Context: an optimization exercise on an open-source flow, tuned for small area. The choices shown serve that exercise and are no tape-out recipe.
RTL that was checked went through simulation tests only; none was proved equivalent to the original.
The clock port is modelled as an ideal driver, which makes a skipped or thinned clock tree look cheaper than it is; a real chip needs a root buffer or a tree.
No activity file was given, so power comes from the tool's default toggle rates.

== old ==
==> module term_project_top, before the edit <==
module term_project_top(
    input        CLK,
    input  [7:0] btn_sw,
    output [7:0] seg_COM,
    output [7:0] seg_DATA,
    output [7:0] led
);
    wire rst = btn_sw[3];
    reg  [2:0] bd;           
    reg  [7:0] value;        
    reg  [3:0] cnt;          
    reg  [4:0] idx;          
    reg  [4:0] rcq;          
    wire [4:0] rc = ~rcq;    
    reg  [7:0] P;            
    reg  [7:0] S0, S1, S2, S3, S4, S5, S6, S7;
    wire zr  = btn_sw[0] & ~bd[0];
    wire orr = btn_sw[1] & ~bd[1];
    wire nr  = btn_sw[2] & ~bd[2];
    wire done = idx[4];                 
    wire off  = done & idx[0];          
    wire acc9 = cnt[3] & cnt[0];        
    wire full = cnt[3] & ~cnt[0];       
    wire shift = (zr | orr) & ~full;
    wire bitv  = ~zr;
    wire [7:0] value_n = off ? 8'd0 : shift ? {value[6:0], bitv} : value;
    wire cap  = acc9 & ~done;           
    wire bph  = idx[3];                 
    wire first = (idx[3:0] == 4'd8);    
    wire [7:0] hsum;
    wire [7:0] mul = bph ? S7 : 8'd1;
    rca8 u_h(.a({P[6:0], 1'b0}), .b({8{bitv}} & mul), .s(hsum), .co());
    wire [7:0] P_h = shift ? hsum : P;
    wire ge10;
    wire step = off & ge10;
    wire [7:0] addend  = done ? 8'hF6 : P_h;
    wire [7:0] acc_sum;
    rca8 u_a(.a((bph && !first) || done ? S0 : 8'd0), .b(addend), .s(acc_sum), .co(ge10));
    wire       t9 = P[3] & P[0] & ge10;
    wire [3:0] tinc;
    inc #(4) u_t(.a(P[3:0]), .ci(ge10), .s(tinc));
    wire [3:0] t1 = t9 ? 4'd0 : tinc;
    wire [1:0] h1;
    inc #(2) u_hh(.a(P[5:4]), .ci(t9), .s(h1));
    wire [4:0] rc_n, idx_n;
    wire [3:0] cnt_i;
    inc #(5) u_rc(.a(rc), .ci(1'b1), .s(rc_n));
    inc #(5) u_ix(.a(idx), .ci(cap | (done & ~idx[0])), .s(idx_n));
    inc #(4) u_cn(.a(cnt & {~acc9, 2'b11, ~acc9}), .ci(shift), .s(cnt_i));
    always @(posedge CLK or posedge rst) begin
        if (rst) begin
            bd    <= 3'd0;
            value <= 8'd0;
            cnt   <= 4'd0;
            idx   <= 5'd0;
            rcq   <= 5'd0;
        end else begin
            bd    <= btn_sw[2:0];
            value <= value_n;
            rcq   <= ~rc_n;
            if (nr && full)
                cnt <= 4'd9;
            else
                cnt <= cnt_i;
            idx   <= idx_n;
        end
    end
    always @(posedge CLK) begin
        if (cap || step) begin
            S0 <= acc_sum;
        end
        if (cap) begin
            S1 <= S0; S2 <= S1; S3 <= S2;
            S4 <= S3; S5 <= S4; S6 <= S5; S7 <= S6;
        end
        if (done) begin
            if (!off)
                P <= 8'd0;
            else
                P <= {2'b00, h1, t1};
        end else if (cap && (bph || idx[2:0] == 3'd7))
            P <= {7'd0, S6[0] & value_n[0]};
        else
            P <= P_h;
    end
    wire       den = off & ~ge10;
    wire [1:0] s   = rc[3:2];
    wire       on  = den & ~rc[4] & ~(rc[3] & rc[2]);
    reg  [3:0] dig;
    always @(*) begin
        case (s)
            2'd0:    dig = S0[3:0];
            2'd1:    dig = P[3:0];
            default: dig = {2'b00, P[5:4]};
        endcase
    end
    reg [6:0] seg;
    always @(*) begin
        case (dig)
            4'd0: seg = 7'b1111110;
            4'd1: seg = 7'b0110000;
            4'd2: seg = 7'b1101101;
            4'd3: seg = 7'b1111001;
            4'd4: seg = 7'b0110011;
            4'd5: seg = 7'b1011011;
            4'd6: seg = 7'b1011111;
            4'd7: seg = 7'b1110000;
            4'd8: seg = 7'b1111111;
            default: seg = 7'b1111011;
        endcase
    end
    assign seg_DATA = {seg & {7{on}}, 1'b0};
    assign seg_COM  = {5'b11111, ~(on & (s == 2'd2)), ~(on & (s == 2'd1)),
                       ~(on & (s == 2'd0))};
    assign led = value;
endmodule
clock: 12.0 ns
lec_check: 0
cap_margin: 20
core_margin: 2
core_utilization: 40
cts_buf_list: sky130_fd_sc_hd__clkbuf_8
slew_margin: 20
standard.sh (not shown) runs the stock make flow with config.mk's settings and CLKGATE_MAP_FILE= SYNTH_SCRIPT=/design/flow/synth_recipe.tcl, a recipe that flattens the netlist after the stock synthesis.
==> flow/flow/run.sh <==
#!/bin/bash
# Layout flow: the standard ORFS flow (standard.sh), with three changes
# that only affect cell area:
#  - Yosys's abc maps the logic with an area-oriented script (flow/abc_area.script)
#    instead of ORFS's delay-oriented one, and full/half adders are left to abc
#    (no ADDER_MAP_FILE step); flip-flops are mapped by dfflibmap before abc
#    exactly as in the standard synthesis, so the registers are unchanged;
#  - the port buffers are sky130_fd_sc_hd__buf_1 (every port still gets one);
#  - the constant outputs share one tie cell per value (SKIP_REPAIR_TIE_FANOUT);
#  - clock tree synthesis inserts no dummy loads, and flow/clk_merge.tcl then
#    regroups its 8 leaf buffers into 6 (see that file).
# Each tool's output goes to the ORFS logs under orfs/logs; make's own output
# goes to flow_make.log here.
set -euo pipefail
W=$PWD
F=$W/flow
{
  cat <<TCL
proc abc {args} {
  set i [lsearch \$args -script]
  if {\$i >= 0} { lset args [expr {\$i + 1}] $F/abc_area.script }
  yosys abc {*}\$args
}
TCL
  cat "$W/synth_recipe.tcl"
} > "$W/area_synth.tcl"
bash "$W/standard.sh" \
  SYNTH_SCRIPT="$W/area_synth.tcl" \
  ADDER_MAP_FILE= \
  BUFFER_PORTS_ARGS="-buffer_cell sky130_fd_sc_hd__buf_1" \
  SKIP_REPAIR_TIE_FANOUT=1 \
  POST_CTS_TCL="$F/clk_merge.tcl" \
  CTS_ARGS="-sink_clustering_enable -repair_clock_nets -dont_use_dummy_load -buf_list sky130_fd_sc_hd__clkbuf_8" \
  finish > "$W/flow_make.log" 2>&1
Other scripts of this flow, unchanged in this note and not shown: flow/flow/abc_area.script, flow/flow/clk_merge.tcl
old finished all stages; the layout is clean.
Input-level comparison between new and old:
-- flow/design.v --
<<< old, line 79
            else
                P <= {2'b00, h1, t1};
        end else if (cap && (bph || idx[2:0] == 3'd7))
            P <= {7'd0, S6[0] & value_n[0]};
        else
>>> new, line 79
            else
                P <= {2'b00, h1, t1};
        end else if (cap && idx_n[3])
            P <= {7'd0, S6[0] & value_n[0]};
        else
Results
Summary of new over old: number of cells in the finished layout apart from fillers about even, total power has decreased, combinational group share of total power went down by 0.2 points, clock sink count flat. As far as final instance area is concerned, old and new perform about the same. Comparing old with new, the core utilization came out essentially unchanged. Summary of new over old: first-pass GRT wire length rose by about 2.6%; simple logic cell fraction of the synthesized area fell by 0.26 points. In the flow results for old and new, the count of distinct cell types in the synthesized netlist is larger on old. Summary of new over old: overall routing resource usage picked up an extra 0.36 points, sequential share of cell area now sits at about the same level, non-clock buffer instance count of the final layout shows an increase of 4.0%, number of hold violations in the final report now sits at about the same level.

* * *

## north
The RTL this note starts from:
==> flow/design.v <==
module term_project_top(
    input        CLK,
    input  [7:0] btn_sw,
    output [7:0] seg_COM,
    output [7:0] seg_DATA,
    output [7:0] led
);
    wire rst = btn_sw[3];
    reg  [2:0] bd;           
    reg  [7:0] value;        
    reg  [3:0] cnt;          
    reg  [4:0] idx;          
    reg  [4:0] rc;           
    reg  [7:0] P;            
    reg  [7:0] S0, S1, S2, S3, S4, S5, S6, S7;
    wire zr  = btn_sw[0] & ~bd[0];
    wire orr = btn_sw[1] & ~bd[1];
    wire nr  = btn_sw[2] & ~bd[2];
    wire done = idx[4];                 
    wire off  = done & idx[0];          
    wire acc9 = cnt[3] & cnt[0];        
    wire full = cnt[3] & ~cnt[0];       
    wire shift = (zr | orr) & ~full;
    wire bitv  = ~zr;
    wire [7:0] value_n = off ? 8'd0 : shift ? {value[6:0], bitv} : value;
    wire cap  = acc9 & ~done;           
    wire bph  = idx[3];                 
    wire first = (idx[3:0] == 4'd8);    
    wire [7:0] hsum;
    wire [7:0] mul = bph ? S7 : 8'd1;
    rca8 u_h(.a({P[6:0], 1'b0}), .b({8{bitv}} & mul), .s(hsum), .co());
    wire [7:0] P_h = shift ? hsum : P;
    wire ge10;
    wire step = off & ge10;
    wire [7:0] addend  = done ? 8'hF6 : P_h;
    wire [7:0] acc_sum;
    rca8 u_a(.a((bph && !first) || done ? S0 : 8'd0), .b(addend), .s(acc_sum), .co(ge10));
    wire       t9 = P[3] & P[0] & ge10;
    wire [3:0] tinc;
    inc #(4) u_t(.a(P[3:0]), .ci(ge10), .s(tinc));
    wire [3:0] t1 = t9 ? 4'd0 : tinc;
    wire [1:0] h1;
    inc #(2) u_hh(.a(P[5:4]), .ci(t9), .s(h1));
    wire [4:0] rc_n, idx_n;
    wire [3:0] cnt_i;
    inc #(5) u_rc(.a(rc), .ci(1'b1), .s(rc_n));
    inc #(5) u_ix(.a(idx), .ci(cap | (done & ~idx[0])), .s(idx_n));
    inc #(4) u_cn(.a(cnt & {~acc9, 2'b11, ~acc9}), .ci(shift), .s(cnt_i));
    always @(posedge CLK or posedge rst) begin
        if (rst) begin
            bd    <= 3'd0;
            value <= 8'd0;
            cnt   <= 4'd0;
            idx   <= 5'd0;
            rc    <= 5'd31;
        end else begin
            bd    <= btn_sw[2:0];
            value <= value_n;
            rc    <= rc_n;
            if (nr && full)
                cnt <= 4'd9;
            else
                cnt <= cnt_i;
            idx   <= idx_n;
        end
    end
    always @(posedge CLK) begin
        if (cap || step) begin
            S0 <= acc_sum;
        end
        if (cap) begin
            S1 <= S0; S2 <= S1; S3 <= S2;
            S4 <= S3; S5 <= S4; S6 <= S5; S7 <= S6;
        end
        if (done) begin
            if (!off)
                P <= 8'd0;
            else
                P <= {2'b00, h1, t1};
        end else if (cap && (bph || idx[2:0] == 3'd7))
            P <= {7'd0, S6[0] & value_n[0]};
        else
            P <= P_h;
    end
    wire       den = off & ~ge10;
    wire [1:0] s   = rc[3:2];
    wire       on  = den & ~rc[4] & ~(rc[3] & rc[2]);
    reg  [3:0] dig;
    always @(*) begin
        case (s)
            2'd0:    dig = S0[3:0];
            2'd1:    dig = P[3:0];
            default: dig = {2'b00, P[5:4]};
        endcase
    end
    reg [6:0] seg;
    always @(*) begin
        case (dig)
            4'd0: seg = 7'b1111110;
            4'd1: seg = 7'b0110000;
            4'd2: seg = 7'b1101101;
            4'd3: seg = 7'b1111001;
            4'd4: seg = 7'b0110011;
            4'd5: seg = 7'b1011011;
            4'd6: seg = 7'b1011111;
            4'd7: seg = 7'b1110000;
            4'd8: seg = 7'b1111111;
            default: seg = 7'b1111011;
        endcase
    end
    assign seg_DATA = {seg & {7{on}}, 1'b0};
    assign seg_COM  = {5'b11111, ~(on & (s == 2'd2)), ~(on & (s == 2'd1)),
                       ~(on & (s == 2'd0))};
    assign led = value;
endmodule
module rca8(
    input  [7:0] a,
    input  [7:0] b,
    output [7:0] s,
    output       co
);
    wire [8:0] c;
    assign co = c[8];
    assign c[0] = 1'b0;
    genvar i;
    generate
        for (i = 0; i < 8; i = i + 1) begin : g
            assign s[i]   = a[i] ^ b[i] ^ c[i];
            assign c[i+1] = (a[i] & b[i]) | (a[i] & c[i]) | (b[i] & c[i]);
        end
    endgenerate
endmodule
module inc #(parameter W = 4) (
    input  [W-1:0] a,
    input          ci,
    output [W-1:0] s
);
    wire [W:0] c;
    assign c[0] = ci;
    genvar i;
    generate
        for (i = 0; i < W; i = i + 1) begin : g
            assign s[i]   = a[i] ^ c[i];
            assign c[i+1] = a[i] & c[i];
        end
    endgenerate
endmodule
export LEC_CHECK = 0
export CAP_MARGIN = 20
export CORE_MARGIN = 2
export CORE_UTILIZATION = 40
export CTS_BUF_LIST = sky130_fd_sc_hd__clkbuf_8
export SLEW_MARGIN = 20
create_clock -name core_clock -period 12.0 [get_ports {CLK}]
==> flow/flow/run.sh <==
#!/bin/bash
# Layout flow: the standard ORFS flow (standard.sh), with three changes
# that only affect cell area:
#  - Yosys's abc maps the logic with an area-oriented script (flow/abc_area.script)
#    instead of ORFS's delay-oriented one; flip-flops are mapped by dfflibmap before
#    abc exactly as in the standard synthesis, so the registers are unchanged;
#  - the port buffers are sky130_fd_sc_hd__buf_1 (every port still gets one);
#  - clock tree synthesis inserts no dummy loads.
# Each tool's output goes to the ORFS logs under orfs/logs; make's own output
# goes to flow_make.log here.
set -euo pipefail
W=$PWD
F=$W/flow
{
  cat <<TCL
proc abc {args} {
  set i [lsearch \$args -script]
  if {\$i >= 0} { lset args [expr {\$i + 1}] $F/abc_area.script }
  yosys abc {*}\$args
}
TCL
  cat "$W/synth_recipe.tcl"
} > "$W/area_synth.tcl"
bash "$W/standard.sh" \
  SYNTH_SCRIPT="$W/area_synth.tcl" \
  BUFFER_PORTS_ARGS="-buffer_cell sky130_fd_sc_hd__buf_1" \
  CTS_ARGS="-sink_clustering_enable -repair_clock_nets -dont_use_dummy_load -buf_list sky130_fd_sc_hd__clkbuf_8" \
  finish > "$W/flow_make.log" 2>&1
==> flow/flow/abc_area.script <==
strash
dch -f
amap
topo
> inputs changed (north -> south)
diff --git a/flow/design.v b/flow/design.v
--- a/flow/design.v
+++ b/flow/design.v
@@ -25,29 +25,29 @@
     wire [7:0] value_n = off ? 8'd0 : shift ? {value[6:0], bitv} : value;
     wire cap  = acc9 & ~done;           
     wire bph  = idx[3];                 
     wire first = (idx[3:0] == 4'd8);    
     wire [7:0] hsum;
     wire [7:0] mul = bph ? S7 : 8'd1;
-    rca8 u_h(.a({P[6:0], 1'b0}), .b({8{bitv}} & mul), .s(hsum), .co());
+    rca8 u_h(.a({P[6:0], 1'b0}), .b({8{bitv}} & mul), .s(hsum));
     wire [7:0] P_h = shift ? hsum : P;
-    wire ge10;
+    wire ge10 = (|S0[7:4]) | (S0[3] & (S0[2] | S0[1]));
     wire step = off & ge10;
     wire [7:0] addend  = done ? 8'hF6 : P_h;
     wire [7:0] acc_sum;
-    rca8 u_a(.a((bph && !first) || done ? S0 : 8'd0), .b(addend), .s(acc_sum), .co(ge10));
-    wire       t9 = P[3] & P[0] & ge10;
+    rca8 u_a(.a((bph && !first) || done ? S0 : 8'd0), .b(addend), .s(acc_sum));
+    wire       t9 = P[3] & P[0];
     wire [3:0] tinc;
-    inc #(4) u_t(.a(P[3:0]), .ci(ge10), .s(tinc));
+    inc #(4) u_t(.a(P[3:0]), .ci(1'b1), .s(tinc));
     wire [3:0] t1 = t9 ? 4'd0 : tinc;
     wire [1:0] h1;
     inc #(2) u_hh(.a(P[5:4]), .ci(t9), .s(h1));
     wire [4:0] rc_n, idx_n;
     wire [3:0] cnt_i;
     inc #(5) u_rc(.a(rc), .ci(1'b1), .s(rc_n));
-    inc #(5) u_ix(.a(idx), .ci(cap | (done & ~idx[0])), .s(idx_n));
+    inc #(5) u_ix(.a(idx), .ci(1'b1), .s(idx_n));
     inc #(4) u_cn(.a(cnt & {~acc9, 2'b11, ~acc9}), .ci(shift), .s(cnt_i));
     always @(posedge CLK or posedge rst) begin
         if (rst) begin
             bd    <= 3'd0;
             value <= 8'd0;
             cnt   <= 4'd0;
@@ -58,13 +58,14 @@
             value <= value_n;
             rc    <= rc_n;
             if (nr && full)
                 cnt <= 4'd9;
             else
                 cnt <= cnt_i;
-            idx   <= idx_n;
+            if (cap || (done && !idx[0]))
+                idx <= idx_n;
         end
     end
     always @(posedge CLK) begin
         if (cap || step) begin
             S0 <= acc_sum;
         end
@@ -72,13 +73,13 @@
             S1 <= S0; S2 <= S1; S3 <= S2;
             S4 <= S3; S5 <= S4; S6 <= S5; S7 <= S6;
         end
         if (done) begin
             if (!off)
                 P <= 8'd0;
-            else
+            else if (ge10)
                 P <= {2'b00, h1, t1};
         end else if (cap && (bph || idx[2:0] == 3'd7))
             P <= {7'd0, S6[0] & value_n[0]};
         else
             P <= P_h;
     end
@@ -113,17 +114,15 @@
                        ~(on & (s == 2'd0))};
     assign led = value;
 endmodule
 module rca8(
     input  [7:0] a,
     input  [7:0] b,
-    output [7:0] s,
-    output       co
+    output [7:0] s
 );
     wire [8:0] c;
-    assign co = c[8];
     assign c[0] = 1'b0;
     genvar i;
     generate
         for (i = 0; i < 8; i = i + 1) begin : g
             assign s[i]   = a[i] ^ b[i] ^ c[i];
             assign c[i+1] = (a[i] & b[i]) | (a[i] & c[i]) | (b[i] & c[i]);
Notes after the runs:
On worst slew margin relative to its limit, north and south are neck and neck. Worst slack at placement, north and south, lower one = north. Against north as the reference, south delivers a higher core box area. The run with more routed wire is south, not north. south vs north, synthesized cell count went up by 20. Taking north as the reference, in south data arrival time of the critical path now smaller, area enclosed by the die boundary increased by about 3.3% relative to the old numbers, post-route minimum period has decreased.
The RTL of north was laid out without a check of its function.

separate check: timing with driven ports:
Ports are ideal in the flow. The routed layouts listed here were re-timed in OpenROAD.
Step 1 (the two cells are an assumption about what drives the block):
set clk [get_ports {CLK}]
set_driving_cell -lib_cell sky130_fd_sc_hd__clkbuf_16 $clk
set_driving_cell -lib_cell sky130_fd_sc_hd__buf_2 [delete_from_list [all_inputs] $clk]
Step 2, shift: input delay + t, output delay - t, t = (earliest + latest rising clock arrival at the registers) / 2. This alone moves slack from input paths to output paths.
Slacks: ideal ports / drivers / drivers and shift; pairs: ideal ports / drivers.
| run | t, ns | setup slack, ns | hold WS [ns] | worst setup path after step 2 | clock arrival spread, ns |
|---|---|---|---|---|---|
| old | 0.453 | 3.026 / 3.004 / 3.004 | 0.426 / 0.426 / 0.426 | input to output | 0.010 / 0.010 |
| new | 0.456 | 3.210 / 3.184 / 3.184 | 0.402 / 0.402 / 0.402 | input to output | 0.029 / 0.029 |
| north | 0.380 | 1.674 / 1.647 / 1.647 | 0.420 / 0.420 / 0.420 | input to output | 0.023 / 0.023 |
| south | 0.383 | 5.747 / 5.716 / 5.451 | 0.404 / 0.404 / 0.404 | input to register | 0.019 / 0.019 |
After both steps setup and hold are still met in every run listed. The setup slack of south, which loses most, moves by -0.031 ns with the drivers and by -0.296 ns with both steps.
